This is an optimization exercise on Yosys and OpenROAD, whose aim is small area and a short achievable clock period, not a production implementation.
Where RTL was checked, it was by simulation tests only, not by an equivalence proof against the original.
For run 1, only the layout was checked, not whether the RTL still works.

## flow/design.v (module list and top-level ports; edited modules follow where they fit)
// module Subtractor: 1173 lines
module Subtractor(
    input clk,
    input rst,               
    input in_valid,
    input [1:0] sel,         
    input [15:0] a,
    input [15:0] b,
    output out_valid,
    output [3:0] LED,
    output [26:0] binary_out,
    output [55:0] seg
);
  // ...
==> flow/run.sh <==
#!/bin/bash
# synth_recipe.tcl (not shown) runs the flow's synth.tcl, then flattens the netlist and writes it again
# the make line also repeats each setting of config.mk as NAME=value (left out here)
make -C /OpenROAD-flow-scripts/flow DESIGN_CONFIG=/design/flow/config.mk WORK_HOME=/design/flow/orfs CLKGATE_MAP_FILE= SYNTH_SCRIPT=/design/flow/synth_recipe.tcl finish
==> flow/config.mk <==
export PLATFORM = sky130hd
export DESIGN_NAME = Subtractor
export DESIGN_NICKNAME = Subtractor
export VERILOG_FILES = /design/flow/design.v
export SDC_FILE = /design/flow/constraint.sdc
export NUM_CORES = 4
export LEC_CHECK = 0
export ABC_AREA = 1
export CAP_MARGIN = 20
export CORE_MARGIN = 2
export CORE_UTILIZATION = 60
export SLEW_MARGIN = 20
==> flow/constraint.sdc <==
create_clock -name core_clock -period 33.0 [get_ports {clk}]
set_input_delay 6.6000 -clock core_clock [delete_from_list [all_inputs] [get_ports {clk}]]
set_output_delay 6.6000 -clock core_clock [all_outputs]
set_load 0.01 [all_outputs]
==> summary.md, run 1 <==
| Metric | Value |
|---|---|
| Status | `no timing/DRC/antenna violations` |
| Seq_cells | `218` |
| Initial antenna violation count | `0` |
| Post-route DRC | `0` |
| Setup crit end kind | `output port` |
| Reg2reg path depth | `25` |
| H-tree level count | `1` |
| Gpl congestion | `0.8367` |
| Avg WL per Cell | `around 12 µm` |
| Vias in the first global route | `16,610` |
| Hold_ws | `315.1 ps` |
| Fillers | `between 2,000 and 3,000` |
| Largest family of logic cells by synthesized area | `simple AND/OR/NAND/NOR gates` |
| Commonest non-fill, non-tap cell in the layout | `nand2_1` |
| Clock buffers | `32` |
| Clock buf/inv share | `3.797%` |
| CP Launch Type | `flop` |
| Synth Area in Adders | `between 20% and 30%` |
| Area share of and/or/nand/nor cells after synthesis | `26.65%` |
| DR pass1 iterations | `5` |
| Area added between synthesis and finish | `12.21%` |
| Cell taking the most area after synthesis | `dfxtp_1` |
| CTS Sinks | `218` |
| Non-clock buffers | `127` |
| Invs w/o clock | `672` |
| Largest reg by FF count | `seg_r` |
| Registers with the most flip-flops | `seg_r x56, R1 x27, bin_r x27` |
| Non-filler instance count after layout | `about 3,400` |
| Prevailing post-synth register cell | `dfxtp_1` |
| Most frequent cells in the layout | `nand2_1, inv_1, dfxtp_1` |
| All-Layer GR Usage | `24.97%` |
| Synth top area cells | `dfxtp_1, fa_1, nand2_1` |
| Register area share after synthesis | `22.05%` |
| FF+latch area | `4364 µm²` |
| FF-to-FF End | `R1[26]` |
| M3 GR Usage | `2.622%` |
| WP data arrival | `between 1000 and 1500 ps` |
==> run 2, diff against run 1 <==
--- a/flow/design.v
+++ b/flow/design.v
@@ -34,275 +34,276 @@
             4'd6: s = ~7'b1111101;
             4'd7: s = ~7'b0000111;
             4'd8: s = ~7'b1111111;
             default: s = ~7'b1101111;
         endcase
         seg7 = blank ? 7'b1111111 : s;
     end
 endfunction
-reg [15:0] Ap, Bm, Yp;
-reg cin;
+reg [15:0] A, B;
 reg [1:0] S0;
 reg v0;
 always @(posedge clk) begin
     v0 <= in_valid & ~rst;
-    S0 <= sel;
-    Ap <= (sel == 2'd3) ? {1'b0, a[15:1]} : a;
-    Bm <= (sel == 2'd2) ? b : 16'd1;
-    Yp <= (b ^ {16{sel[0]}}) & {16{~sel[1]}};
-    cin <= (sel == 2'd1);
+    S0 <= sel; A <= a; B <= b;
 end
+wire mul = (S0 == 2'd2);
+wire shr = (S0 == 2'd3);
+wire cin = (S0 == 2'd1);
+wire [15:0] Bm = mul ? B : 16'd1;
+wire [15:0] X = shr ? {1'b0, A[15:1]} : A;
+wire [15:0] Yp = (B ^ {16{S0[0]}}) & {16{~S0[1]}};
 wire y0 = Yp[0];
-wire pp0_0 = Ap[0] & Bm[0];
-wire pp0_1 = Ap[1] & Bm[0];
-wire pp0_2 = Ap[2] & Bm[0];
-wire pp0_3 = Ap[3] & Bm[0];
-wire pp0_4 = Ap[4] & Bm[0];
-wire pp0_5 = Ap[5] & Bm[0];
-wire pp0_6 = Ap[6] & Bm[0];
-wire pp0_7 = Ap[7] & Bm[0];
-wire pp0_8 = Ap[8] & Bm[0];
-wire pp0_9 = Ap[9] & Bm[0];
-wire pp0_10 = Ap[10] & Bm[0];
-wire pp0_11 = Ap[11] & Bm[0];
-wire pp0_12 = Ap[12] & Bm[0];
-wire pp0_13 = Ap[13] & Bm[0];
-wire pp0_14 = Ap[14] & Bm[0];
-wire pp0_15 = Ap[15] & Bm[0];
-wire pp1_0 = (Ap[0] & Bm[1]) | Yp[1];
-wire pp1_1 = (Ap[1] & Bm[1]) | Yp[2];
-wire pp1_2 = (Ap[2] & Bm[1]) | Yp[3];
-wire pp1_3 = (Ap[3] & Bm[1]) | Yp[4];
-wire pp1_4 = (Ap[4] & Bm[1]) | Yp[5];
-wire pp1_5 = (Ap[5] & Bm[1]) | Yp[6];
-wire pp1_6 = (Ap[6] & Bm[1]) | Yp[7];
-wire pp1_7 = (Ap[7] & Bm[1]) | Yp[8];
-wire pp1_8 = (Ap[8] & Bm[1]) | Yp[9];
-wire pp1_9 = (Ap[9] & Bm[1]) | Yp[10];
-wire pp1_10 = (Ap[10] & Bm[1]) | Yp[11];
-wire pp1_11 = (Ap[11] & Bm[1]) | Yp[12];
-wire pp1_12 = (Ap[12] & Bm[1]) | Yp[13];
-wire pp1_13 = (Ap[13] & Bm[1]) | Yp[14];
-wire pp1_14 = (Ap[14] & Bm[1]) | Yp[15];
-wire pp1_15 = Ap[15] & Bm[1];
-wire pp2_0 = Ap[0] & Bm[2];
-wire pp2_1 = Ap[1] & Bm[2];
-wire pp2_2 = Ap[2] & Bm[2];
-wire pp2_3 = Ap[3] & Bm[2];
-wire pp2_4 = Ap[4] & Bm[2];
-wire pp2_5 = Ap[5] & Bm[2];
-wire pp2_6 = Ap[6] & Bm[2];
-wire pp2_7 = Ap[7] & Bm[2];
-wire pp2_8 = Ap[8] & Bm[2];
-wire pp2_9 = Ap[9] & Bm[2];
-wire pp2_10 = Ap[10] & Bm[2];
-wire pp2_11 = Ap[11] & Bm[2];
-wire pp2_12 = Ap[12] & Bm[2];
-wire pp2_13 = Ap[13] & Bm[2];
-wire pp2_14 = Ap[14] & Bm[2];
-wire pp2_15 = Ap[15] & Bm[2];
-wire pp3_0 = Ap[0] & Bm[3];
-wire pp3_1 = Ap[1] & Bm[3];
-wire pp3_2 = Ap[2] & Bm[3];
-wire pp3_3 = Ap[3] & Bm[3];
-wire pp3_4 = Ap[4] & Bm[3];
-wire pp3_5 = Ap[5] & Bm[3];
-wire pp3_6 = Ap[6] & Bm[3];
-wire pp3_7 = Ap[7] & Bm[3];
-wire pp3_8 = Ap[8] & Bm[3];
-wire pp3_9 = Ap[9] & Bm[3];
-wire pp3_10 = Ap[10] & Bm[3];
-wire pp3_11 = Ap[11] & Bm[3];
-wire pp3_12 = Ap[12] & Bm[3];
-wire pp3_13 = Ap[13] & Bm[3];
-wire pp3_14 = Ap[14] & Bm[3];
-wire pp3_15 = Ap[15] & Bm[3];
-wire pp4_0 = Ap[0] & Bm[4];
-wire pp4_1 = Ap[1] & Bm[4];
-wire pp4_2 = Ap[2] & Bm[4];
-wire pp4_3 = Ap[3] & Bm[4];
-wire pp4_4 = Ap[4] & Bm[4];
-wire pp4_5 = Ap[5] & Bm[4];
-wire pp4_6 = Ap[6] & Bm[4];
-wire pp4_7 = Ap[7] & Bm[4];
-wire pp4_8 = Ap[8] & Bm[4];
-wire pp4_9 = Ap[9] & Bm[4];
-wire pp4_10 = Ap[10] & Bm[4];
-wire pp4_11 = Ap[11] & Bm[4];
-wire pp4_12 = Ap[12] & Bm[4];
-wire pp4_13 = Ap[13] & Bm[4];
-wire pp4_14 = Ap[14] & Bm[4];
-wire pp4_15 = Ap[15] & Bm[4];
-wire pp5_0 = Ap[0] & Bm[5];
-wire pp5_1 = Ap[1] & Bm[5];
-wire pp5_2 = Ap[2] & Bm[5];
-wire pp5_3 = Ap[3] & Bm[5];
-wire pp5_4 = Ap[4] & Bm[5];
-wire pp5_5 = Ap[5] & Bm[5];
-wire pp5_6 = Ap[6] & Bm[5];
-wire pp5_7 = Ap[7] & Bm[5];
-wire pp5_8 = Ap[8] & Bm[5];
-wire pp5_9 = Ap[9] & Bm[5];
-wire pp5_10 = Ap[10] & Bm[5];
-wire pp5_11 = Ap[11] & Bm[5];
-wire pp5_12 = Ap[12] & Bm[5];
-wire pp5_13 = Ap[13] & Bm[5];
-wire pp5_14 = Ap[14] & Bm[5];
-wire pp5_15 = Ap[15] & Bm[5];
-wire pp6_0 = Ap[0] & Bm[6];
-wire pp6_1 = Ap[1] & Bm[6];
-wire pp6_2 = Ap[2] & Bm[6];
-wire pp6_3 = Ap[3] & Bm[6];
-wire pp6_4 = Ap[4] & Bm[6];
-wire pp6_5 = Ap[5] & Bm[6];
-wire pp6_6 = Ap[6] & Bm[6];
-wire pp6_7 = Ap[7] & Bm[6];
-wire pp6_8 = Ap[8] & Bm[6];
-wire pp6_9 = Ap[9] & Bm[6];
-wire pp6_10 = Ap[10] & Bm[6];
-wire pp6_11 = Ap[11] & Bm[6];
-wire pp6_12 = Ap[12] & Bm[6];
-wire pp6_13 = Ap[13] & Bm[6];
-wire pp6_14 = Ap[14] & Bm[6];
-wire pp6_15 = Ap[15] & Bm[6];
-wire pp7_0 = Ap[0] & Bm[7];
-wire pp7_1 = Ap[1] & Bm[7];
-wire pp7_2 = Ap[2] & Bm[7];
-wire pp7_3 = Ap[3] & Bm[7];
-wire pp7_4 = Ap[4] & Bm[7];
-wire pp7_5 = Ap[5] & Bm[7];
-wire pp7_6 = Ap[6] & Bm[7];
-wire pp7_7 = Ap[7] & Bm[7];
-wire pp7_8 = Ap[8] & Bm[7];
-wire pp7_9 = Ap[9] & Bm[7];
-wire pp7_10 = Ap[10] & Bm[7];
-wire pp7_11 = Ap[11] & Bm[7];
-wire pp7_12 = Ap[12] & Bm[7];
-wire pp7_13 = Ap[13] & Bm[7];
-wire pp7_14 = Ap[14] & Bm[7];
-wire pp7_15 = Ap[15] & Bm[7];
-wire pp8_0 = Ap[0] & Bm[8];
-wire pp8_1 = Ap[1] & Bm[8];
-wire pp8_2 = Ap[2] & Bm[8];
-wire pp8_3 = Ap[3] & Bm[8];
-wire pp8_4 = Ap[4] & Bm[8];
-wire pp8_5 = Ap[5] & Bm[8];
-wire pp8_6 = Ap[6] & Bm[8];
-wire pp8_7 = Ap[7] & Bm[8];
-wire pp8_8 = Ap[8] & Bm[8];
-wire pp8_9 = Ap[9] & Bm[8];
-wire pp8_10 = Ap[10] & Bm[8];
-wire pp8_11 = Ap[11] & Bm[8];
-wire pp8_12 = Ap[12] & Bm[8];
-wire pp8_13 = Ap[13] & Bm[8];
-wire pp8_14 = Ap[14] & Bm[8];
-wire pp8_15 = Ap[15] & Bm[8];
-wire pp9_0 = Ap[0] & Bm[9];
-wire pp9_1 = Ap[1] & Bm[9];
-wire pp9_2 = Ap[2] & Bm[9];
-wire pp9_3 = Ap[3] & Bm[9];
-wire pp9_4 = Ap[4] & Bm[9];
-wire pp9_5 = Ap[5] & Bm[9];
-wire pp9_6 = Ap[6] & Bm[9];
-wire pp9_7 = Ap[7] & Bm[9];
-wire pp9_8 = Ap[8] & Bm[9];
-wire pp9_9 = Ap[9] & Bm[9];
-wire pp9_10 = Ap[10] & Bm[9];
-wire pp9_11 = Ap[11] & Bm[9];
-wire pp9_12 = Ap[12] & Bm[9];
-wire pp9_13 = Ap[13] & Bm[9];
-wire pp9_14 = Ap[14] & Bm[9];
-wire pp9_15 = Ap[15] & Bm[9];
-wire pp10_0 = Ap[0] & Bm[10];
-wire pp10_1 = Ap[1] & Bm[10];
-wire pp10_2 = Ap[2] & Bm[10];
-wire pp10_3 = Ap[3] & Bm[10];
-wire pp10_4 = Ap[4] & Bm[10];
-wire pp10_5 = Ap[5] & Bm[10];
-wire pp10_6 = Ap[6] & Bm[10];
-wire pp10_7 = Ap[7] & Bm[10];
-wire pp10_8 = Ap[8] & Bm[10];
-wire pp10_9 = Ap[9] & Bm[10];
-wire pp10_10 = Ap[10] & Bm[10];
-wire pp10_11 = Ap[11] & Bm[10];
-wire pp10_12 = Ap[12] & Bm[10];
-wire pp10_13 = Ap[13] & Bm[10];
-wire pp10_14 = Ap[14] & Bm[10];
-wire pp10_15 = Ap[15] & Bm[10];
-wire pp11_0 = Ap[0] & Bm[11];
-wire pp11_1 = Ap[1] & Bm[11];
-wire pp11_2 = Ap[2] & Bm[11];
-wire pp11_3 = Ap[3] & Bm[11];
-wire pp11_4 = Ap[4] & Bm[11];
-wire pp11_5 = Ap[5] & Bm[11];
-wire pp11_6 = Ap[6] & Bm[11];
-wire pp11_7 = Ap[7] & Bm[11];
-wire pp11_8 = Ap[8] & Bm[11];
-wire pp11_9 = Ap[9] & Bm[11];
-wire pp11_10 = Ap[10] & Bm[11];
-wire pp11_11 = Ap[11] & Bm[11];
-wire pp11_12 = Ap[12] & Bm[11];
-wire pp11_13 = Ap[13] & Bm[11];
-wire pp11_14 = Ap[14] & Bm[11];
-wire pp11_15 = Ap[15] & Bm[11];
-wire pp12_0 = Ap[0] & Bm[12];
-wire pp12_1 = Ap[1] & Bm[12];
-wire pp12_2 = Ap[2] & Bm[12];
-wire pp12_3 = Ap[3] & Bm[12];
-wire pp12_4 = Ap[4] & Bm[12];
-wire pp12_5 = Ap[5] & Bm[12];
-wire pp12_6 = Ap[6] & Bm[12];
-wire pp12_7 = Ap[7] & Bm[12];
-wire pp12_8 = Ap[8] & Bm[12];
-wire pp12_9 = Ap[9] & Bm[12];
-wire pp12_10 = Ap[10] & Bm[12];
-wire pp12_11 = Ap[11] & Bm[12];
-wire pp12_12 = Ap[12] & Bm[12];
-wire pp12_13 = Ap[13] & Bm[12];
-wire pp12_14 = Ap[14] & Bm[12];
-wire pp13_0 = Ap[0] & Bm[13];
-wire pp13_1 = Ap[1] & Bm[13];
-wire pp13_2 = Ap[2] & Bm[13];
-wire pp13_3 = Ap[3] & Bm[13];
-wire pp13_4 = Ap[4] & Bm[13];
-wire pp13_5 = Ap[5] & Bm[13];
-wire pp13_6 = Ap[6] & Bm[13];
-wire pp13_7 = Ap[7] & Bm[13];
-wire pp13_8 = Ap[8] & Bm[13];
-wire pp13_9 = Ap[9] & Bm[13];
-wire pp13_10 = Ap[10] & Bm[13];
-wire pp13_11 = Ap[11] & Bm[13];
-wire pp13_12 = Ap[12] & Bm[13];
-wire pp13_13 = Ap[13] & Bm[13];
-wire pp14_0 = Ap[0] & Bm[14];
-wire pp14_1 = Ap[1] & Bm[14];
-wire pp14_2 = Ap[2] & Bm[14];
-wire pp14_3 = Ap[3] & Bm[14];
-wire pp14_4 = Ap[4] & Bm[14];
-wire pp14_5 = Ap[5] & Bm[14];
-wire pp14_6 = Ap[6] & Bm[14];
-wire pp14_7 = Ap[7] & Bm[14];
-wire pp14_8 = Ap[8] & Bm[14];
-wire pp14_9 = Ap[9] & Bm[14];
-wire pp14_10 = Ap[10] & Bm[14];
-wire pp14_11 = Ap[11] & Bm[14];
-wire pp14_12 = Ap[12] & Bm[14];
-wire pp15_0 = Ap[0] & Bm[15];
-wire pp15_1 = Ap[1] & Bm[15];
-wire pp15_2 = Ap[2] & Bm[15];
-wire pp15_3 = Ap[3] & Bm[15];
-wire pp15_4 = Ap[4] & Bm[15];
-wire pp15_5 = Ap[5] & Bm[15];
-wire pp15_6 = Ap[6] & Bm[15];
-wire pp15_7 = Ap[7] & Bm[15];
-wire pp15_8 = Ap[8] & Bm[15];
-wire pp15_9 = Ap[9] & Bm[15];
-wire pp15_10 = Ap[10] & Bm[15];
-wire pp15_11 = Ap[11] & Bm[15];
+wire pp0_0 = X[0] & Bm[0];
+wire pp0_1 = X[1] & Bm[0];
+wire pp0_2 = X[2] & Bm[0];
+wire pp0_3 = X[3] & Bm[0];
+wire pp0_4 = X[4] & Bm[0];
+wire pp0_5 = X[5] & Bm[0];
+wire pp0_6 = X[6] & Bm[0];
+wire pp0_7 = X[7] & Bm[0];
+wire pp0_8 = X[8] & Bm[0];
+wire pp0_9 = X[9] & Bm[0];
+wire pp0_10 = X[10] & Bm[0];
+wire pp0_11 = X[11] & Bm[0];
+wire pp0_12 = X[12] & Bm[0];
+wire pp0_13 = X[13] & Bm[0];
+wire pp0_14 = X[14] & Bm[0];
+wire pp0_15 = X[15] & Bm[0];
+wire pp1_0 = (A[0] & Bm[1]) | Yp[1];
+wire pp1_1 = (A[1] & Bm[1]) | Yp[2];
+wire pp1_2 = (A[2] & Bm[1]) | Yp[3];
+wire pp1_3 = (A[3] & Bm[1]) | Yp[4];
+wire pp1_4 = (A[4] & Bm[1]) | Yp[5];
+wire pp1_5 = (A[5] & Bm[1]) | Yp[6];
+wire pp1_6 = (A[6] & Bm[1]) | Yp[7];
+wire pp1_7 = (A[7] & Bm[1]) | Yp[8];
+wire pp1_8 = (A[8] & Bm[1]) | Yp[9];
+wire pp1_9 = (A[9] & Bm[1]) | Yp[10];
+wire pp1_10 = (A[10] & Bm[1]) | Yp[11];
+wire pp1_11 = (A[11] & Bm[1]) | Yp[12];
+wire pp1_12 = (A[12] & Bm[1]) | Yp[13];
+wire pp1_13 = (A[13] & Bm[1]) | Yp[14];
+wire pp1_14 = (A[14] & Bm[1]) | Yp[15];
+wire pp1_15 = A[15] & Bm[1];
+wire pp2_0 = A[0] & Bm[2];
+wire pp2_1 = A[1] & Bm[2];
+wire pp2_2 = A[2] & Bm[2];
+wire pp2_3 = A[3] & Bm[2];
+wire pp2_4 = A[4] & Bm[2];
+wire pp2_5 = A[5] & Bm[2];
+wire pp2_6 = A[6] & Bm[2];
+wire pp2_7 = A[7] & Bm[2];
+wire pp2_8 = A[8] & Bm[2];
+wire pp2_9 = A[9] & Bm[2];
+wire pp2_10 = A[10] & Bm[2];
+wire pp2_11 = A[11] & Bm[2];
+wire pp2_12 = A[12] & Bm[2];
+wire pp2_13 = A[13] & Bm[2];
+wire pp2_14 = A[14] & Bm[2];
+wire pp2_15 = A[15] & Bm[2];
+wire pp3_0 = A[0] & Bm[3];
+wire pp3_1 = A[1] & Bm[3];
+wire pp3_2 = A[2] & Bm[3];
+wire pp3_3 = A[3] & Bm[3];
+wire pp3_4 = A[4] & Bm[3];
+wire pp3_5 = A[5] & Bm[3];
+wire pp3_6 = A[6] & Bm[3];
+wire pp3_7 = A[7] & Bm[3];
+wire pp3_8 = A[8] & Bm[3];
+wire pp3_9 = A[9] & Bm[3];
+wire pp3_10 = A[10] & Bm[3];
+wire pp3_11 = A[11] & Bm[3];
+wire pp3_12 = A[12] & Bm[3];
+wire pp3_13 = A[13] & Bm[3];
+wire pp3_14 = A[14] & Bm[3];
+wire pp3_15 = A[15] & Bm[3];
+wire pp4_0 = A[0] & Bm[4];
+wire pp4_1 = A[1] & Bm[4];
+wire pp4_2 = A[2] & Bm[4];
+wire pp4_3 = A[3] & Bm[4];
+wire pp4_4 = A[4] & Bm[4];
+wire pp4_5 = A[5] & Bm[4];
+wire pp4_6 = A[6] & Bm[4];
+wire pp4_7 = A[7] & Bm[4];
+wire pp4_8 = A[8] & Bm[4];
+wire pp4_9 = A[9] & Bm[4];
+wire pp4_10 = A[10] & Bm[4];
+wire pp4_11 = A[11] & Bm[4];
+wire pp4_12 = A[12] & Bm[4];
+wire pp4_13 = A[13] & Bm[4];
+wire pp4_14 = A[14] & Bm[4];
+wire pp4_15 = A[15] & Bm[4];
+wire pp5_0 = A[0] & Bm[5];
+wire pp5_1 = A[1] & Bm[5];
+wire pp5_2 = A[2] & Bm[5];
+wire pp5_3 = A[3] & Bm[5];
+wire pp5_4 = A[4] & Bm[5];
+wire pp5_5 = A[5] & Bm[5];
+wire pp5_6 = A[6] & Bm[5];
+wire pp5_7 = A[7] & Bm[5];
+wire pp5_8 = A[8] & Bm[5];
+wire pp5_9 = A[9] & Bm[5];
+wire pp5_10 = A[10] & Bm[5];
+wire pp5_11 = A[11] & Bm[5];
+wire pp5_12 = A[12] & Bm[5];
+wire pp5_13 = A[13] & Bm[5];
+wire pp5_14 = A[14] & Bm[5];
+wire pp5_15 = A[15] & Bm[5];
+wire pp6_0 = A[0] & Bm[6];
+wire pp6_1 = A[1] & Bm[6];
+wire pp6_2 = A[2] & Bm[6];
+wire pp6_3 = A[3] & Bm[6];
+wire pp6_4 = A[4] & Bm[6];
+wire pp6_5 = A[5] & Bm[6];
+wire pp6_6 = A[6] & Bm[6];
+wire pp6_7 = A[7] & Bm[6];
+wire pp6_8 = A[8] & Bm[6];
+wire pp6_9 = A[9] & Bm[6];
+wire pp6_10 = A[10] & Bm[6];
+wire pp6_11 = A[11] & Bm[6];
+wire pp6_12 = A[12] & Bm[6];
+wire pp6_13 = A[13] & Bm[6];
+wire pp6_14 = A[14] & Bm[6];
+wire pp6_15 = A[15] & Bm[6];
+wire pp7_0 = A[0] & Bm[7];
+wire pp7_1 = A[1] & Bm[7];
+wire pp7_2 = A[2] & Bm[7];
+wire pp7_3 = A[3] & Bm[7];
+wire pp7_4 = A[4] & Bm[7];
+wire pp7_5 = A[5] & Bm[7];
+wire pp7_6 = A[6] & Bm[7];
+wire pp7_7 = A[7] & Bm[7];
+wire pp7_8 = A[8] & Bm[7];
+wire pp7_9 = A[9] & Bm[7];
+wire pp7_10 = A[10] & Bm[7];
+wire pp7_11 = A[11] & Bm[7];
+wire pp7_12 = A[12] & Bm[7];
+wire pp7_13 = A[13] & Bm[7];
+wire pp7_14 = A[14] & Bm[7];
+wire pp7_15 = A[15] & Bm[7];
+wire pp8_0 = A[0] & Bm[8];
+wire pp8_1 = A[1] & Bm[8];
+wire pp8_2 = A[2] & Bm[8];
+wire pp8_3 = A[3] & Bm[8];
+wire pp8_4 = A[4] & Bm[8];
+wire pp8_5 = A[5] & Bm[8];
+wire pp8_6 = A[6] & Bm[8];
+wire pp8_7 = A[7] & Bm[8];
+wire pp8_8 = A[8] & Bm[8];
+wire pp8_9 = A[9] & Bm[8];
+wire pp8_10 = A[10] & Bm[8];
+wire pp8_11 = A[11] & Bm[8];
+wire pp8_12 = A[12] & Bm[8];
+wire pp8_13 = A[13] & Bm[8];
+wire pp8_14 = A[14] & Bm[8];
+wire pp8_15 = A[15] & Bm[8];
+wire pp9_0 = A[0] & Bm[9];
+wire pp9_1 = A[1] & Bm[9];
+wire pp9_2 = A[2] & Bm[9];
+wire pp9_3 = A[3] & Bm[9];
+wire pp9_4 = A[4] & Bm[9];
+wire pp9_5 = A[5] & Bm[9];
+wire pp9_6 = A[6] & Bm[9];
+wire pp9_7 = A[7] & Bm[9];
+wire pp9_8 = A[8] & Bm[9];
+wire pp9_9 = A[9] & Bm[9];
+wire pp9_10 = A[10] & Bm[9];
+wire pp9_11 = A[11] & Bm[9];
+wire pp9_12 = A[12] & Bm[9];
+wire pp9_13 = A[13] & Bm[9];
+wire pp9_14 = A[14] & Bm[9];
+wire pp9_15 = A[15] & Bm[9];
+wire pp10_0 = A[0] & Bm[10];
+wire pp10_1 = A[1] & Bm[10];
+wire pp10_2 = A[2] & Bm[10];
+wire pp10_3 = A[3] & Bm[10];
+wire pp10_4 = A[4] & Bm[10];
+wire pp10_5 = A[5] & Bm[10];
+wire pp10_6 = A[6] & Bm[10];
+wire pp10_7 = A[7] & Bm[10];
+wire pp10_8 = A[8] & Bm[10];
+wire pp10_9 = A[9] & Bm[10];
+wire pp10_10 = A[10] & Bm[10];
+wire pp10_11 = A[11] & Bm[10];
+wire pp10_12 = A[12] & Bm[10];
+wire pp10_13 = A[13] & Bm[10];
+wire pp10_14 = A[14] & Bm[10];
+wire pp10_15 = A[15] & Bm[10];
+wire pp11_0 = A[0] & Bm[11];
+wire pp11_1 = A[1] & Bm[11];
+wire pp11_2 = A[2] & Bm[11];
+wire pp11_3 = A[3] & Bm[11];
+wire pp11_4 = A[4] & Bm[11];
+wire pp11_5 = A[5] & Bm[11];
+wire pp11_6 = A[6] & Bm[11];
+wire pp11_7 = A[7] & Bm[11];
+wire pp11_8 = A[8] & Bm[11];
+wire pp11_9 = A[9] & Bm[11];
+wire pp11_10 = A[10] & Bm[11];
+wire pp11_11 = A[11] & Bm[11];
+wire pp11_12 = A[12] & Bm[11];
+wire pp11_13 = A[13] & Bm[11];
+wire pp11_14 = A[14] & Bm[11];
+wire pp11_15 = A[15] & Bm[11];
+wire pp12_0 = A[0] & Bm[12];
+wire pp12_1 = A[1] & Bm[12];
+wire pp12_2 = A[2] & Bm[12];
+wire pp12_3 = A[3] & Bm[12];
+wire pp12_4 = A[4] & Bm[12];
+wire pp12_5 = A[5] & Bm[12];
+wire pp12_6 = A[6] & Bm[12];
+wire pp12_7 = A[7] & Bm[12];
+wire pp12_8 = A[8] & Bm[12];
+wire pp12_9 = A[9] & Bm[12];
+wire pp12_10 = A[10] & Bm[12];
+wire pp12_11 = A[11] & Bm[12];
+wire pp12_12 = A[12] & Bm[12];
+wire pp12_13 = A[13] & Bm[12];
+wire pp12_14 = A[14] & Bm[12];
+wire pp13_0 = A[0] & Bm[13];
+wire pp13_1 = A[1] & Bm[13];
+wire pp13_2 = A[2] & Bm[13];
+wire pp13_3 = A[3] & Bm[13];
+wire pp13_4 = A[4] & Bm[13];
+wire pp13_5 = A[5] & Bm[13];
+wire pp13_6 = A[6] & Bm[13];
+wire pp13_7 = A[7] & Bm[13];
+wire pp13_8 = A[8] & Bm[13];
+wire pp13_9 = A[9] & Bm[13];
+wire pp13_10 = A[10] & Bm[13];
+wire pp13_11 = A[11] & Bm[13];
+wire pp13_12 = A[12] & Bm[13];
+wire pp13_13 = A[13] & Bm[13];
+wire pp14_0 = A[0] & Bm[14];
+wire pp14_1 = A[1] & Bm[14];
+wire pp14_2 = A[2] & Bm[14];
+wire pp14_3 = A[3] & Bm[14];
+wire pp14_4 = A[4] & Bm[14];
+wire pp14_5 = A[5] & Bm[14];
+wire pp14_6 = A[6] & Bm[14];
+wire pp14_7 = A[7] & Bm[14];
+wire pp14_8 = A[8] & Bm[14];
+wire pp14_9 = A[9] & Bm[14];
+wire pp14_10 = A[10] & Bm[14];
+wire pp14_11 = A[11] & Bm[14];
+wire pp14_12 = A[12] & Bm[14];
+wire pp15_0 = A[0] & Bm[15];
+wire pp15_1 = A[1] & Bm[15];
+wire pp15_2 = A[2] & Bm[15];
+wire pp15_3 = A[3] & Bm[15];
+wire pp15_4 = A[4] & Bm[15];
+wire pp15_5 = A[5] & Bm[15];
+wire pp15_6 = A[6] & Bm[15];
+wire pp15_7 = A[7] & Bm[15];
+wire pp15_8 = A[8] & Bm[15];
+wire pp15_9 = A[9] & Bm[15];
+wire pp15_10 = A[10] & Bm[15];
+wire pp15_11 = A[11] & Bm[15];
 wire hs13_0;
 wire hc13_0;
 wire s14_0;
 wire c14_0;
 wire hs14_1;
 wire hc14_1;
 wire s15_1;
 wire c15_1;
@@ -1117,19 +1118,20 @@
 wire [26:0] ta = {x26_407, s25_185, s24_184, s23_183, s22_182, s21_181, s20_180, s19_179, s18_178, s17_177, s16_176, s15_175, s14_174, s13_173, s12_172, s11_171, s10_170, s9_169, s8_168, s7_167, s6_166, s5_165, s4_164, s3_163, s2_162, hs1_15, pp0_0};
 wire [26:0] tb = {c25_185, c24_184, c23_183, c22_182, c21_181, c20_180, c19_179, c18_178, c17_177, c16_176, c15_175, c14_174, c13_173, c12_172, c11_171, c10_170, c9_169, c8_168, c7_167, c6_166, c5_165, c4_164, c3_163, c2_162, hc1_15, hc0_14, hs0_14};
 wire [26:0] tsum = ta + tb;
 reg [26:0] R1;
 reg [1:0] S1;
 reg v1;
 always @(posedge clk) begin
     v1 <= v0 & ~rst;
-    R1 <= tsum; S1 <= S0;
+    R1 <= {tsum[26:16] & {11{mul}}, tsum[15:0]};    
+    S1 <= S0;
 end
-wire [26:0] Rm = {R1[26:16] & {11{S1 == 2'd2}}, R1[15:0]};
+wire [26:0] Rm = R1;
 reg [31:0] dd;
 integer i, k;
 always @(*) begin
     dd = 32'd0;
     for (i = 26; i >= 11; i = i - 1) begin
         for (k = 0; k < 8; k = k + 1) dd[4*k +: 4] = add3(dd[4*k +: 4]);
         dd = {dd[30:0], Rm[i]};
     end
==> flow/flow/run.sh (new file) <==
#!/bin/bash
# Layout flow: the standard ORFS flow (standard.sh) with three changes:
#  - synthesis skips the generic ABC pass inside Yosys's synth (SYNTH_ARGS=-noabc), so
#    extract_fa sees the adder cells' XOR/majority logic as written;
#  - the technology-mapping ABC script (flow/abc_area.script) maps for a delay target
#    and then sizes cells for it, instead of sizing every path for minimum delay;
#  - port buffers use the small buffer given in flow/port_buffer.txt.
set -euo pipefail
W=$(pwd)
mkdir -p "$W/scripts_x"
for f in "$FLOW_HOME"/scripts/*; do ln -sfn "$f" "$W/scripts_x/"; done
rm -f "$W/scripts_x/abc_area.script"
cp "$W/flow/abc_area.script" "$W/scripts_x/abc_area.script"
PB=$(cat "$W/flow/port_buffer.txt")
bash standard.sh SCRIPTS_DIR="$W/scripts_x" SYNTH_ARGS=-noabc "BUFFER_PORTS_ARGS=-buffer_cell $PB" finish > "$W/make_finish.log" 2>&1
==> flow/flow/abc_area.script (new file) <==
strash
dch -f
map -D 6500
topo
stime -c
buffer -c
upsize -c -D 6500
dnsize -c -D 6500
==> flow/flow/port_buffer.txt (new file) <==
sky130_fd_sc_hd__buf_2
==> flow/standard.sh (new file) <==
#!/bin/bash
# synth_recipe.tcl (not shown) runs the flow's synth.tcl, then flattens the netlist and writes it again
# the make line also repeats each setting of config.mk as NAME=value (left out here)
make -C /OpenROAD-flow-scripts/flow DESIGN_CONFIG=/design/flow/config.mk WORK_HOME=/design/flow/orfs CLKGATE_MAP_FILE= SYNTH_SCRIPT=/design/flow/synth_recipe.tcl "${@:-finish}"
removed: flow/run.sh
==> summary.md, run 2 <==
| Metric | Value |
|---|---|
| Status | `no timing/DRC/antenna violations` |
| Die area | `29,070 µm²` |
| Clock Latency Late Sink | `~530 ps` |
| Grt met1 use | `a little under a third` |
| Avg WL per Cell | `14.01 µm (+14%)` |
| Largest net degree at the start of global routing | `23` |
| Worst-path clk slew | `60 ps` |
| Resized Gates After CTS | `0` |
| Slew Viols, Final | `0` |
| Cell mode on critical path | `xor2_1` |
| Yosys reg bits | `roughly 200` |
| Num CTS Buffers | `22` |
| Gpl congestion | `0.8635 (+3.2%)` |
| M3 GR Usage | `4.140% (+1.5 points)` |
| Initial DRC count | `915` |
| GR met2 Demand/Resource | `46.39%` |
| Cell taking the most area after synthesis | `dfxtp_1` |
| Row count | `60` |
| Final nets | `2,461` |
| Clk root buf | `clkbuf_16` |
| Most Used Layer, Global Route | `met2` |
| Max-cap violation count | `0` |
| Diodes inserted | `0` |
| CP required | `33,430 ps` |
| Placed wire-length estimate | `28.02 mm` |
| Crit-path slowest cell | `or4_4` |
| Post-synthesis average cell area | `7.961 µm²` |
| Number of synthesized flops with an enable pin | `0` |
| Ys async rst share | `0%` |
| Registers with the most flip-flops | `seg_r x56, R1 x27, bin_r x27` |
| Hold_buf cts | `0` |
| Synth top area cells | `dfxtp_1, fa_1, nor2_1` |
| Height of the die | `170.5 µm` |
| Worst-case clock buffer depth | `3` |
| Final antenna-violating net count | `0` |
| Setup TNS | `0 ps` |
| Top cell type's share of synthesized area | `between 20 and 25%` |
| Post-Syn Area | `16,630 µm²` |
| First-pass GRT wire length | `60.12 mm` |
| Final setup viols | `0` |
| IO Pins | `125` |
| Drt total wl | `between 30 and 40 mm` |
| Post-Syn Instances | `2,089` |
| CTS Sinks | `201 (-7.8%)` |
| H-tree level count | `1 (unchanged)` |
| Least-Margin Pin Slew | `about 860 ps` |
| Mapped Nets | `2,355` |
| Slew headroom | `42.81%` |
| Max incr delay on CP | `630 ps` |
| Routed vias | `13,960` |
| Die width | `170.5 µm` |
| Largest reg by FF count | `seg_r` |
| Post-route DRC | `0 (unchanged)` |
| RSZ-0062 raised after global routing | `false` |
| Crit-path max FO | `8` |
| GRT overflow | `0` |
| All-Layer GR Usage | `25.13% (+0.16 points)` |
| Commonest non-fill, non-tap cell in the layout | `nor2_1` |
| Prevailing post-synth register cell | `dfxtp_1` |
| Final hold violation count | `0` |
| I/O Buffers | `124` |
| Final core utilization | `between 60% and 70%` |
| Area of the core | `27,100 µm²` |
| Most frequent cells in the layout | `nor2_1, inv_1, nand2_1` |
| Vias per cell | `roughly 5.4` |
| Area added between synthesis and finish | `10.27%` |
| Vias in the first global route | `13,540 (-18%)` |
| Maximum clock rate | `128.0 MHz` |
| Max FFs per register | `56` |
| CP Launch Type | `flop` |
| Synth warn | `1` |
| Post-CTS setup buffers | `0` |
| Hold WC Path Type | `reg -> reg` |
| Final period util | `between 20% and 30%` |
| Critical Setup Path Class | `reg -> reg` |
| WP data arrival | `8240 ps (+6850 ps)` |
| Post-Route Skew | `18.79 ps` |
| Most instantiated library cell after synthesis | `nor2_1` |
| CTS tree | `yes` |
| Share of layout cells above drive strength 1 | `12.62%` |
| Initial antenna violation count | `0 (unchanged)` |
| Netlist cell types | `60` |
| Register area share after synthesis | `24.20% (+2.1 points)` |
| Min Clock Period, post-route | `7810 ps` |
| Setup crit end kind | `flop` |
| DR pass1 iterations | `5 (unchanged)` |
| Initial Util | `61.37%` |
| Commonest cells in the netlist | `nor2_1, inv_1, nand2_1` |
## run 2: cell types whose count changed after synthesis, sizes merged, moves of 17 or more
cell    previous run  this run
o21ai            212       133
clkbuf            61        41
a21oi             75       127
inv              669       338
xor2              38       104
ha                74        42
dfxtp            218       201
a22oi              9        43
nand2            893       243
nand3            174        21
o22ai             41       103
nor2             109       402
## run 2: final cells by class
type                       instances  area [µm²]
sequential                       201        4024
multi-input combinational       1501       11150
clock inverter                    12       170.2
tap                              372       465.4
inverter                         343        1289
timing repair buffer             126       635.6
clock buffer                      27       609.3
fill                            2264        8762
## run 2: cells by family (layout without fill, tap and decap cells)
| family | Yosys count | in the layout | share of synthesized area [%] |
|---|---|---|---|
| AO/OA/AOI/OAI | 466 | 466 | 17.66 |
| XOR/XNOR | 120 | 120 | 6.455 |
| adder cells (fa/ha/maj) | 229 | 229 | 25.67 |
| buffers and inverters | 387 | 508 | 8.787 |
| flip-flops | 201 | 201 | 24.20 |
| AND/OR/NAND/NOR | 686 | 686 | 17.23 |
## run 2: final timing paths
kind	start	end	slack, ps	cells after the start
worst max-delay path	D2[8]	seg_r[1]	25190	46
worst min-delay path	R2[18]	bin_r[18]	320	0
worst max register to register	D2[8]	seg_r[1]	25190	46
worst min register to register	R2[18]	bin_r[18]	320	0
## run 2: through the flow
stage	std cells	setup WS, ps	hold slack, ps	cell area [µm²]
2_1_floorplan	2089	26030	309.6	16630
5_1_grt	2582	24330	323.9	18340
4_1_cts	2582	25200	321.4	18340
3_3_place_gp	2543	25460	309.5	17560
6_report	2582	25190	320.4	18340
3_5_place_dp	2543	25240	312.1	17560
## run 2: routing by layer
layer	routed length, µm	share of wire, %
met5	0	0
met4	832	2.3
met3	2378	6.6
met2	18280	51
met1	14690	41
## run 2: critical path, delay by kind of cell, from the launching register on
| kind | cells | cell delay (ps) |
|---|---|---|
| simple gates | 17 | 3040 |
| compound gates | 12 | 1800 |
| xor+xnor | 9 | 1670 |
| buf+inv | 8 | 840 |
| flops | 1 | 360 |
==> run 3, diff against run 2 <==
--- a/flow/config.mk
+++ b/flow/config.mk
@@ -9,4 +9,5 @@
 export CAP_MARGIN = 20
 export CORE_MARGIN = 2
 export CORE_UTILIZATION = 60
+export CTS_BUF_LIST = sky130_fd_sc_hd__clkbuf_4 sky130_fd_sc_hd__clkbuf_8
 export SLEW_MARGIN = 20
==> summary.md, run 3 <==
| Metric | Value |
|---|---|
| Netlist cell types | `60 (unchanged)` |
| Min Clock Period, post-route | `7798 ps (-12.00 ps)` |
| First-pass GRT wire length | `60.82 mm (+1.2%)` |
| Post-Route Skew | `23.80 ps (+5.011 ps)` |
| Setup crit end kind | `flop` |
| CP Launch Type | `flop` |
| Reg2reg path depth | `46 (unchanged)` |
| Post-CTS setup buffers | `0 (unchanged)` |
| Ys async rst share | `0% (unchanged)` |
| Critical Setup Path Class | `reg -> reg` |
| Hold_buf cts | `0 (unchanged)` |
| Clk root buf | `clkbuf_8` |
| Initial Util | `61.37% (unchanged)` |
| Most instantiated library cell after synthesis | `nor2_1` |
| Commonest non-fill, non-tap cell in the layout | `nor2_1` |
| Clock Latency Late Sink | `550 ps (+20 ps)` |
| FF-to-FF End | `seg_r[1]` |
| Post-synthesis average cell area | `7.961 µm² (unchanged)` |
| R2R setup slack | `25,200 ps (about the same)` |
| Max-cap violation count | `0 (unchanged)` |
| Final setup slack of the worst path | `25,200 ps (+12.00 ps)` |
| Slew headroom | `42.23% (-0.58 points)` |
| Final setup viols | `0 (unchanged)` |
| Hold path cells | `0 (unchanged)` |
| Area share of and/or/nand/nor cells after synthesis | `17.23% (unchanged)` |
| GRT overflow | `0 (unchanged)` |
| CTS Sinks | `201 (unchanged)` |
| Placed wire-length estimate | `28.02 mm (unchanged)` |
| Initial antenna violation count | `0 (unchanged)` |
| Crit-path slowest cell | `or4_4` |
| Synth top area cells | `dfxtp_1, fa_1, nor2_1` |
| Least-Margin Pin Slew | `864.4 ps (+8.637 ps)` |
| Maximum clock rate | `128.2 MHz (+0.15%)` |
| Max incr delay on CP | `630 ps (about the same)` |
| Area of the core | `27,100 µm² (unchanged)` |
| Synth warn | `1 (unchanged)` |
| Final hold violation count | `0 (unchanged)` |
| Crit-path max FO | `8 (unchanged)` |
| Routed vias | `14,030 (+0.52%)` |
| Top cell type's share of synthesized area | `24.20% (unchanged)` |
| Die area | `29,070 µm² (unchanged)` |
| Area added between synthesis and finish | `10.04%` |
| Most frequent cells in the layout | `nor2_1, inv_1, nand2_1` |
| Largest net degree at the start of global routing | `23 (unchanged)` |
| Post-Syn Area | `16,630 µm² (unchanged)` |
| Slew Viols, Final | `0 (unchanged)` |
| Setup WS pre-CTS | `25,240 ps (unchanged)` |
| Largest reg by FF count | `seg_r` |
| Diodes inserted | `0 (unchanged)` |
| Multiplexer share of the synthesized area | `0% (unchanged)` |
| Row count | `60 (unchanged)` |
| Number of synthesized flops with an enable pin | `0 (unchanged)` |
| Avg WL per Cell | `14.03 µm (+0.15%)` |
| Vias per cell | `5.385 (-0.41%)` |
| Cell taking the most area after synthesis | `dfxtp_1` |
| Drt total wl | `36.57 mm (+1.1%)` |
| Worst-path clk slew | `60 ps (about the same)` |
| CTS tree | `yes` |
| Worst r2r src | `D2[8]` |
| Mapped Nets | `2,355 (unchanged)` |
| Final antenna-violating net count | `0 (unchanged)` |
| Fraction of the mapped netlist area in compound gates | `17.66% (unchanged)` |
| Registers with the most flip-flops | `seg_r x56, R1 x27, bin_r x27` |
| CP required | `33,440 ps (about the same)` |
| H-tree level count | `2 (+1)` |
| Initial DRC count | `848 (-7.3%)` |
| Max FFs per register | `56 (unchanged)` |
| Xor/xnor share of the synthesized area | `6.455% (unchanged)` |
| Post-route DRC | `0 (unchanged)` |
| Yosys reg bits | `201 (unchanged)` |
| Prevailing post-synth register cell | `dfxtp_1` |
| Cell mode on critical path | `xor2_1` |
| Largest family of logic cells by synthesized area | `adder cells` |
| Post-Syn Instances | `2,089 (unchanged)` |
| Register area share after synthesis | `24.20% (unchanged)` |
| I/O Buffers | `124 (unchanged)` |
| Commonest cells in the netlist | `nor2_1, inv_1, nand2_1` |
| Num CTS Buffers | `35 (+59%)` |
| Synth Area in Adders | `25.67% (unchanged)` |
| Vias in the first global route | `13,770 (+1.7%)` |
| Status | `no timing/DRC/antenna violations` |
| Hold WC Path Type | `reg -> reg` |
| Hold EP | `R2[9]` |
| RSZ-0062 raised after global routing | `false` |
| Share of layout cells above drive strength 1 | `13.61% (+0.98 points)` |
| Gpl congestion | `0.8635 (unchanged)` |
| Final period util | `23.63% (-0.036 points)` |
| Die width | `170.5 µm (unchanged)` |
| All-Layer GR Usage | `25.60% (+0.47 points)` |
| Resized Gates After CTS | `0 (unchanged)` |
| Min-delay src | `R1[9]` |
| DR pass1 iterations | `6 (+1)` |
| Final nets | `2,474 (+0.53%)` |
| WP data arrival | `8230 ps (about the same)` |
| Final core utilization | `67.53% (-0.14 points)` |
| Height of the die | `170.5 µm (unchanged)` |
| Setup TNS | `0 ps (unchanged)` |
| IO Pins | `125 (unchanged)` |
| Worst-case clock buffer depth | `3 (unchanged)` |
==> run 3: cell count changes in the layout (fill, tap and decap cells not counted) <==
cell	previous run	this run
clkbuf_1	1	0
clkinv_4	4	0
clkbuf_8	4	41
clkbuf_16	22	0
clkbuf_4	0	13
clkinv_8	1	0
bufinv_16	3	1
clkinv_2	2	6
==> run 3: stage by stage <==
stage | hold slack (ps) | instances | area, µm²
floorplan | 309.6 | 2089 | 16630
global placement | 309.5 | 2543 | 17560
detailed placement | 312.1 | 2543 | 17560
CTS | 320.3 | 2606 | 18300
global route | 326.8 | 2606 | 18300
finish | 322.0 | 2606 | 18300
==> run 3: critical path, delay by kind of cell (launching register included) <==
kind | cells | cell delay, ps
xor gates and xnor gates | 9 | 1670
AOI/OAI and AO/OA | 12 | 1800
DFF | 1 | 360
and+or+nand+nor | 17 | 3020
buffers and inverters | 8 | 840
==> run 3: worst max path at each step <==
stage / endpoint / slack (ps) / startpoint
6_report: seg_r[1] / 25200 / D2[8]
3_5_place_dp: seg_r[1] / 25240 / D2[8]
5_1_grt: seg_r[1] / 24330 / D2[8]
4_1_cts: seg_r[1] / 25200 / D2[8]
2_1_floorplan: seg_r[1] / 26030 / D2[8]
3_3_place_gp: seg_r[2] / 25460 / D2[8]
==> run 3: layout make-up <==
class                   count  area (µm²)
well taps                 372       465.4
clock inverters             9       78.83
clock buffers              54       661.9
repair buffers            126       635.6
inverters                 343        1289
fillers                  2287        8801
flip-flops and latches    201        4024
multi-input cells        1501       11150
==> run 3: cells by family (layout without fill, tap and decap cells) <==
| family | count (synthesis) | in the layout |
|---|---|---|
| flops | 201 | 201 |
| xor+xnor | 120 | 120 |
| simple gates | 686 | 686 |
| compound gates | 466 | 466 |
| buf+inv | 387 | 532 |
| fa+ha+maj | 229 | 229 |
==> run 3: metal layers <==
layer / GRT usage [%] / wire length (µm) / up-vias
li1: - / - / 6925
met1: 30.09 / 14930 / 6615
met2: 46.87 / 18380 / 420
met3: 4.721 / 2342 / 74
met4: 8.621 / 911 / 0
met5: 0 / 0 / -
==> run 4, diff against run 3 <==
==> flow/flow/abc_area.script (replaced) <==
strash
dch -f
map -D 5500
topo
stime -c
buffer -c
upsize -c -D 5500
dnsize -c -D 5500
--- a/flow/config.mk
+++ b/flow/config.mk
@@ -9,5 +9,4 @@
 export CAP_MARGIN = 20
 export CORE_MARGIN = 2
 export CORE_UTILIZATION = 60
-export CTS_BUF_LIST = sky130_fd_sc_hd__clkbuf_4 sky130_fd_sc_hd__clkbuf_8
 export SLEW_MARGIN = 20
==> summary.md, run 4 <==
| Metric | Value |
|---|---|
| Post-Syn Area | `16,470 µm² (-0.97%)` |
| Post-layout instance area | `18,230 µm² (-0.40%)` |
| Worst-path clk slew | `60 ps (about the same)` |
| Num CTS Buffers | `23 (-34%)` |
| Hold_buf cts | `0 (unchanged)` |
| Die area | `28,790 µm² (-0.94%)` |
| Final antenna-violating net count | `0 (unchanged)` |
| Crit-path max FO | `1 (-7)` |
| Least-Margin Pin Slew | `880.3 ps (+15.91 ps)` |
| Worst r2r src | `S0[1]` |
| Post-synthesis average cell area | `7.952 µm² (-0.11%)` |
| Min-delay src | `R1[10]` |
| Vias per cell | `5.507 (+2.3%)` |
| Crit-path slowest cell | `dfxtp_1` |
| Height of the die | `169.7 µm (-0.47%)` |
| Cell taking the most area after synthesis | `dfxtp_1` |
| Final setup viols | `0 (unchanged)` |
| Fraction of the mapped netlist area in compound gates | `17.28% (-0.39 points)` |
| Initial antenna violation count | `0 (unchanged)` |
| Area share of and/or/nand/nor cells after synthesis | `17.48% (+0.25 points)` |
| Post-CTS setup buffers | `0 (unchanged)` |
| Diodes inserted | `0 (unchanged)` |
| Final hold violation count | `0 (unchanged)` |
| Number of synthesized flops with an enable pin | `0 (unchanged)` |
| First-pass GRT wire length | `61.17 mm (+0.57%)` |
| RSZ-0062 raised after global routing | `false` |
| Mapped Nets | `2,337 (-0.76%)` |
| Max-cap violation count | `0 (unchanged)` |
| Worst Setup SP | `bin_r[5]` |
| DR pass1 iterations | `5 (-1)` |
| Area of the core | `26,950 µm² (-0.55%)` |
| Min Clock Period, post-route | `7588 ps (-210.3 ps)` |
| Synth Area in Adders | `25.92% (+0.25 points)` |
| Worst path bufs/invs | `1 (-7)` |
| CTS Sinks | `201 (unchanged)` |
| Maximum clock rate | `131.8 MHz (+2.8%)` |
| Yosys reg bits | `201 (unchanged)` |
| I/O Buffers | `124 (unchanged)` |
| Netlist cell types | `55 (-8.3%)` |
| Area after DPL | `17,370 µm² (-1.1%)` |
| Crit-path cells | `buf_2` |
| Register area share after synthesis | `24.43% (+0.24 points)` |
| Setup crit end kind | `output port` |
| CP Launch Type | `flop` |
| Largest net degree at the start of global routing | `23 (unchanged)` |
| Clk root buf | `clkbuf_16` |
| Post-route DRC | `0 (unchanged)` |
| Status | `no timing/DRC/antenna violations` |
| GRT overflow | `0 (unchanged)` |
| Largest reg by FF count | `seg_r` |
| Setup TNS | `0 ps (unchanged)` |
| Synth top area cells | `dfxtp_1, fa_1, nor2_1` |
| Resized Gates After CTS | `0 (unchanged)` |
| Post-Syn Instances | `2,071 (-0.86%)` |
| H-tree level count | `1 (-1)` |
| WP data arrival | `990 ps (-7240 ps)` |
| Drt total wl | `36.74 mm (+0.46%)` |
| Post-Route Skew | `11.57 ps (-12.22 ps)` |
| Hold WC Path Type | `reg -> reg` |
| Routed vias | `13,970 (-0.49%)` |
| Most frequent cells in the layout | `nor2_1, inv_1, nand2_1` |
| Slew Viols, Final | `0 (unchanged)` |
| IO Pins | `125 (unchanged)` |
| Largest family of logic cells by synthesized area | `adder cells` |
| Initial Util | `61.11% (-0.26 points)` |
| Avg WL per Cell | `14.49 µm (+3.2%)` |
| Synth warn | `1 (unchanged)` |
| Initial DRC count | `884 (+4.2%)` |
| Clock Latency Late Sink | `520 ps (-30 ps)` |
| Top cell type's share of synthesized area | `24.43% (+0.24 points)` |
| Worst-case clock buffer depth | `3 (unchanged)` |
| Registers with the most flip-flops | `seg_r x56, R1 x27, bin_r x27` |
| Commonest cells in the netlist | `nor2_1, inv_1, nand2_1` |
| Share of layout cells above drive strength 1 | `11.62% (-2.0 points)` |
| Row count | `60 (unchanged)` |
| Commonest non-fill, non-tap cell in the layout | `nor2_1` |
| All-Layer GR Usage | `25.73% (+0.14 points)` |
| Multiplexer share of the synthesized area | `0% (unchanged)` |
| Ys async rst share | `0% (unchanged)` |
| Slew headroom | `41.17% (-1.1 points)` |
| Area added between synthesis and finish | `10.67%` |
| Most instantiated library cell after synthesis | `nor2_1` |
| Max incr delay on CP | `340 ps (-290 ps)` |
| Max FFs per register | `56 (unchanged)` |
| Die width | `169.7 µm (-0.47%)` |
| Critical Setup Path Class | `reg -> out` |
| CTS tree | `yes` |
| Gpl congestion | `0.9162 (+6.1%)` |
| Placed wire-length estimate | `28.03 mm (about the same)` |
| Xor/xnor share of the synthesized area | `6.503% (+0.048 points)` |
| Final period util | `22.99% (-0.64 points)` |
| Prevailing post-synth register cell | `dfxtp_1` |
| Family with the most delay on the worst path | `flip-flops` |
| Final nets | `2,445 (-1.2%)` |
| CP required | `26,400 ps (-7040 ps)` |
| Vias in the first global route | `13,330 (-3.3%)` |
## run 4: final timing paths
check,endpoint,cells after the start,slack (ps)
max,binary_out[5],1,25410
min reg2reg,R2[10],0,330
min,R2[10],0,330
max reg2reg,R1[26],24,25480
## run 4: through the flow
step | std cells | setup slack [ps] | hold WS [ps] | utilization, %
after floorplan | 2071 | 26070 | 309.6 | -
after global placement | 2495 | 25680 | 309.5 | 64.45
after detailed placement | 2495 | 25590 | 312.1 | 64.45
after CTS | 2536 | 25390 | 325.8 | 67.63
after global routing | 2536 | 24460 | 331.4 | 67.63
final | 2536 | 25410 | 325.1 | 67.63
## run 4: per-layer routing
metal | up-vias | GRT usage (%) | part of all wire, %
met1 | 6608 | 33.84 | 44
met4 | 0 | 6.503 | 2.3
met3 | 61 | 3.195 | 5.5
li1 | 6893 | - | -
met2 | 403 | 45.24 | 48
met5 | - | 0 | 0
## run 4: cell type report
type	instances	area, µm²
multi-input combinational	1502	11060
fill	2261	8725
sequential	201	4024
inverter	325	1220
timing repair buffer	126	635.6
clock buffer	25	603.1
tap	341	426.7
clock inverter	16	252.7
## run 4: kinds of logic after synthesis
group	count (synthesis)
AO/OA/AOI/OAI	465
AND/OR/NAND/NOR	690
flip-flops	201
adder cells (fa/ha/maj)	229
buffers and inverters	368
XOR/XNOR	118
==> run 5, diff against run 4 <==
==> flow/flow/abc_area.script (replaced) <==
strash
dch -f
map -D 5000
topo
stime -c
buffer -c
upsize -c -D 5000
dnsize -c -D 5000
==> summary.md, run 5 <==
| Metric | Value |
|---|---|
| Status | `no timing/DRC/antenna violations` |
| Commonest cells in the netlist | `nor2_1, inv_1, nand2_1` |
| Maximum clock rate | `132.4 MHz (+0.50%)` |
| Commonest non-fill, non-tap cell in the layout | `nor2_1` |
| Gpl congestion | `0.8854 (-3.4%)` |
| IO Pins | `125 (unchanged)` |
| First-pass GRT wire length | `59.58 mm (-2.6%)` |
| Routed vias | `13,830 (-0.97%)` |
| RSZ-0062 raised after global routing | `false` |
| Die area | `28,950 µm² (+0.55%)` |
| Hold_buf cts | `0 (unchanged)` |
| Area after DPL | `17,460 µm² (+0.54%)` |
| Max FFs per register | `56 (unchanged)` |
| Final nets | `2,443 (-0.082%)` |
| Cell taking the most area after synthesis | `dfxtp_1` |
| Post-Route Skew | `10.54 ps (-1.034 ps)` |
| Register area share after synthesis | `24.29% (-0.14 points)` |
| CP Launch Type | `flop` |
| Final core utilization | `67.65% (about the same)` |
| Area of the core | `27,030 µm² (+0.28%)` |
| Placed wire-length estimate | `27.72 mm (-1.1%)` |
| Row count | `60 (unchanged)` |
| I/O Buffers | `124 (unchanged)` |
| Post-layout instance area | `18,280 µm² (+0.32%)` |
| Setup TNS | `0 ps (unchanged)` |
| CTS tree | `yes` |
| Avg WL per Cell | `14.08 µm (-2.8%)` |
| Final antenna-violating net count | `0 (unchanged)` |
| Post-Syn Area | `16,560 µm² (+0.57%)` |
| Clk root buf | `clkbuf_16` |
| Mapped Nets | `2,336 (-0.043%)` |
| Slew headroom | `44.79% (+3.6 points)` |
| Drt total wl | `35.67 mm (-2.9%)` |
| Hold_ws | `323.6 ps (-1.433 ps)` |
| Min Clock Period, post-route | `7550 ps (-37.40 ps)` |
| Die width | `170.2 µm (+0.28%)` |
| All-Layer GR Usage | `24.91% (-0.82 points)` |
| Top cell type's share of synthesized area | `24.29% (-0.14 points)` |
| Share of layout cells above drive strength 1 | `12.00% (+0.38 points)` |
| Worst-case clock buffer depth | `3 (unchanged)` |
| GRT overflow | `0 (unchanged)` |
| Reg2reg path depth | `25 (+4.2%)` |
| CTS Sinks | `201 (unchanged)` |
| Most instantiated library cell after synthesis | `nor2_1` |
| Initial DRC count | `763 (-14%)` |
| Clock Latency Late Sink | `500 ps (-20 ps)` |
| Family with the most delay on the worst path | `flip-flops` |
| Number of synthesized flops with an enable pin | `0 (unchanged)` |
| DR pass1 iterations | `7 (+2)` |
| Final hold violation count | `0 (unchanged)` |
| H-tree level count | `1 (unchanged)` |
| Largest reg by FF count | `seg_r` |
| Vias in the first global route | `13,350 (+0.16%)` |
| Post-CTS setup buffers | `0 (unchanged)` |
| Height of the die | `170.2 µm (+0.28%)` |
| Setup crit end kind | `output port` |
| Registers with the most flip-flops | `seg_r x56, R1 x27, bin_r x27` |
| Vias per cell | `5.460 (-0.85%)` |
| WP data arrival | `950 ps (-40 ps)` |
| Num CTS Buffers | `22 (-4.3%)` |
| Worst-path clk slew | `60 ps (about the same)` |
| Least-Margin Pin Slew | `826.2 ps (-54.09 ps)` |
| Final period util | `22.88% (-0.11 points)` |
| Most frequent cells in the layout | `nor2_1, inv_1, nand2_1` |
| Max-cap violation count | `0 (unchanged)` |
| CP Depth | `1 (unchanged)` |
| Critical Setup Path Class | `reg -> out` |
| CP required | `26,400 ps (about the same)` |
| Area added between synthesis and finish | `10.39%` |
| Post-Syn Instances | `2,070 (-0.048%)` |
| Resized Gates After CTS | `0 (unchanged)` |
| Diodes inserted | `0 (unchanged)` |
| Netlist cell types | `54 (-1.8%)` |
| Final setup viols | `0 (unchanged)` |
| Largest net degree at the start of global routing | `31 (+35%)` |
| Hold WC Path Type | `reg -> reg` |
| Synth warn | `1 (unchanged)` |
| Synth top area cells | `dfxtp_1, fa_1, nor2_1` |
| Worst path bufs/invs | `1 (unchanged)` |
| Post-route DRC | `0 (unchanged)` |
| Crit-path slowest cell | `dfxtp_1` |
| Post-synthesis average cell area | `8.002 µm² (+0.62%)` |
| Yosys reg bits | `201 (unchanged)` |
| Initial Util | `61.29% (+0.18 points)` |
| Slew Viols, Final | `0 (unchanged)` |
| Max incr delay on CP | `320 ps (-20 ps)` |
| Ys async rst share | `0% (unchanged)` |
| Initial antenna violation count | `0 (unchanged)` |
| Prevailing post-synth register cell | `dfxtp_1` |
| Hold path cells | `0 (unchanged)` |
| Crit-path cells | `buf_2` |
| Crit-path max FO | `1 (unchanged)` |
run 5: changes by cell type after synthesis, moves of 7 or more:
cell and change:
xor2_1 -10, inv_1 -32, nor2_1 -7, o21ai_1 +26
nand2_1 +21, o22ai_1 -8, xor2_2 +9, o21ai_0 -20
run 5: per-stage QoR:
| step | instances | setup slack, ps |
|---|---|---|
| floorplan | 2070 | 26070 |
| global placement | 2494 | 25940 |
| detailed placement | 2494 | 25800 |
| CTS | 2533 | 25420 |
| global route | 2533 | 25160 |
| finish | 2533 | 25450 |
run 5: layout make-up:
class	count	area, µm²
clock buffers	31	665.6
clock inverters	8	153.9
fillers	2294	8742
inverters	293	1100
multi-input cells	1533	11280
flip-flops and latches	201	4024
well taps	341	426.7
repair buffers	126	635.6
run 5: per-layer routing:
| metal | part of all wire [%] | GRT usage, % |
|---|---|---|
| met3 | 5.2 | 3.209 |
| met5 | 0 | 0 |
| met1 | 41 | 30.06 |
| met4 | 2.8 | 8.287 |
| met2 | 51 | 45.83 |
run 5: final timing paths:
check / from / end / slack [ps]
worst min-delay path: R1[5] / R2[5] / 320
worst min register to register: R1[5] / R2[5] / 320
worst max register to register: S0[0] / R1[26] / 25650
worst max-delay path: bin_r[20] / binary_out[20] / 25450
run 5: cells by family (layout without fill, tap and decap cells):
kind of cell	after synthesis	count (layout)	synth area share, %
flip-flops	201	201	24.29
AO/OA/AOI/OAI	475	475	17.67
XOR/XNOR	117	117	6.821
AND/OR/NAND/NOR	712	712	17.83
adder cells (fa/ha/maj)	229	229	25.77
buffers and inverters	336	458	7.615
==> run 6, diff against run 5 <==
--- a/flow/config.mk
+++ b/flow/config.mk
@@ -9,4 +9,6 @@
 export CAP_MARGIN = 20
 export CORE_MARGIN = 2
 export CORE_UTILIZATION = 60
+export CTS_CLUSTER_DIAMETER = 80
+export CTS_CLUSTER_SIZE = 40
 export SLEW_MARGIN = 20
==> summary.md, run 6 <==
| Metric | Value |
|---|---|
| Status | `no timing/DRC/antenna violations` |
| Area of the core | `27,030 µm² (unchanged)` |
| Largest reg by FF count | `seg_r` |
| Family with the most delay on the worst path | `flip-flops` |
| Most frequent cells in the layout | `nor2_1, inv_1, nand2_1` |
| Height of the die | `170.2 µm (unchanged)` |
| Post-synthesis average cell area | `8.002 µm² (unchanged)` |
| Fillers | `2,345 (+2.2%)` |
| Die area | `28,950 µm² (unchanged)` |
| Placed wire-length estimate | `27.72 mm (unchanged)` |
| Avg WL per Cell | `13.96 µm (-0.84%)` |
| Final hold violation count | `0 (unchanged)` |
| Min Clock Period, post-route | `7547 ps (-3.400 ps)` |
| Setup crit end kind | `output port` |
| Resized Gates After CTS | `0 (unchanged)` |
| Register area share after synthesis | `24.29% (unchanged)` |
| Max-cap violation count | `0 (unchanged)` |
| Initial Util | `61.29% (unchanged)` |
| Initial antenna violation count | `0 (unchanged)` |
| GRT overflow | `0 (unchanged)` |
| Share of layout cells above drive strength 1 | `11.28% (-0.72 points)` |
| Hold_buf cts | `0 (unchanged)` |
| Clk root buf | `clkbuf_16` |
| Final period util | `22.87% (about the same)` |
| IO Pins | `125 (unchanged)` |
| Hold_ws | `332.7 ps (+9.075 ps)` |
| Post-CTS setup buffers | `0 (unchanged)` |
| FF-to-FF End | `R1[26]` |
| Max incr delay on CP | `340 ps (+20 ps)` |
| Most instantiated library cell after synthesis | `nor2_1` |
| Routed vias | `13,700 (-0.91%)` |
| Maximum clock rate | `132.5 MHz (about the same)` |
| Final antenna-violating net count | `0 (unchanged)` |
| Setup TNS | `0 ps (unchanged)` |
| Num CTS Buffers | `12 (-45%)` |
| Worst path bufs/invs | `1 (unchanged)` |
| Crit-path slowest cell | `dfxtp_1` |
| Commonest cells in the netlist | `nor2_1, inv_1, nand2_1` |
| Synth top area cells | `dfxtp_1, fa_1, nor2_1` |
| CP Launch Type | `flop` |
| Netlist cell types | `54 (unchanged)` |
| Drt total wl | `35.09 mm (-1.6%)` |
| Vias per cell | `5.453 (-0.12%)` |
| Diodes inserted | `0 (unchanged)` |
| Final setup viols | `0 (unchanged)` |
| Critical Setup Path Class | `reg -> out` |
| Mapped Nets | `2,336 (unchanged)` |
-- run 6: cell counts after synthesis --
No cell type changed its count.
-- run 6: through the flow --
stage | setup WS [ps] | std cells | cell area (µm²)
after floorplan | 26070 | 2070 | 16560
after global placement | 25940 | 2494 | 17460
after detailed placement | 25800 | 2494 | 17460
after CTS | 25440 | 2513 | 17890
after global routing | 25160 | 2513 | 17890
final | 25450 | 2513 | 17890
-- run 6: layout make-up --
cell class	instances	area, µm²	share of cell area [%]
clock buffers	13	325.3	1.819
clock inverters	6	96.34	0.5386
inverters	293	1100	6.149
multi-input cells	1533	11280	63.06
flip-flops and latches	201	4024	22.50
well taps	341	426.7	2.385
repair buffers	126	635.6	3.554
-- run 6: routing by layer --
metal | wire (µm) | GRT usage, % | part of all wire (%) | vias to the layer above
li1 | - | - | - | 6872
met2 | 17740 | 45.39 | 51 | 335
met5 | 0 | 0 | 0 | -
met1 | 14780 | 30.02 | 42 | 6438
met3 | 1711 | 2.884 | 4.9 | 59
met4 | 862 | 7.284 | 2.5 | 0
-- run 6: worst min path at each step --
stage	startpoint	end	slack (ps)
6_report	R2[17]	bin_r[17]	330
3_5_place_dp	R2[15]	bin_r[15]	310
5_1_grt	R2[20]	bin_r[20]	340
4_1_cts	R2[15]	bin_r[15]	330
3_3_place_gp	R2[14]	bin_r[14]	310
2_1_floorplan	R1[11]	D2[0]	310
-- run 6: logic make-up (layout without fill, tap and decap cells) --
logic type	after synthesis	in the layout	synth area share [%]
flops	201	201	24.29
simple gates	712	712	17.83
compound gates	475	475	17.67
fa+ha+maj	229	229	25.77
xor+xnor	117	117	6.821
buf+inv	336	438	7.615

## re-timing with driven ports
Ports are ideal in the flow. The routed layouts listed here were re-timed in OpenROAD. Step 1 assumes that a clkbuf_16 drives the clock port and a buf_2 every other input. Step 2, shift: input delay + t, output delay - t, t = (earliest + latest rising clock arrival at the registers) / 2. This alone moves slack from input paths to output paths. Three values: ideal ports, drivers, drivers and shift; two values: the first two.
| run | t, ns | setup slack, ns | worst setup path after step 2 |
|---|---|---|---|
| run 1 | 0.577 | 25.010 / 24.955 / 24.834 | input to register |
| run 2 | 0.573 | 25.190 / 25.190 / 25.190 | register to register |
| run 3 | 0.584 | 25.202 / 25.202 / 25.202 | register to register |
| run 4 | 0.564 | 25.412 / 25.359 / 25.475 | register to register |
| run 5 | 0.548 | 25.450 / 25.399 / 25.653 | register to register |
| run 6 | 0.522 | 25.453 / 25.402 / 25.696 | register to register |
After both steps setup and hold are still met in every run listed. The setup slack of run 1, which loses most, moves by -0.055 ns with the drivers and by -0.176 ns with both steps.
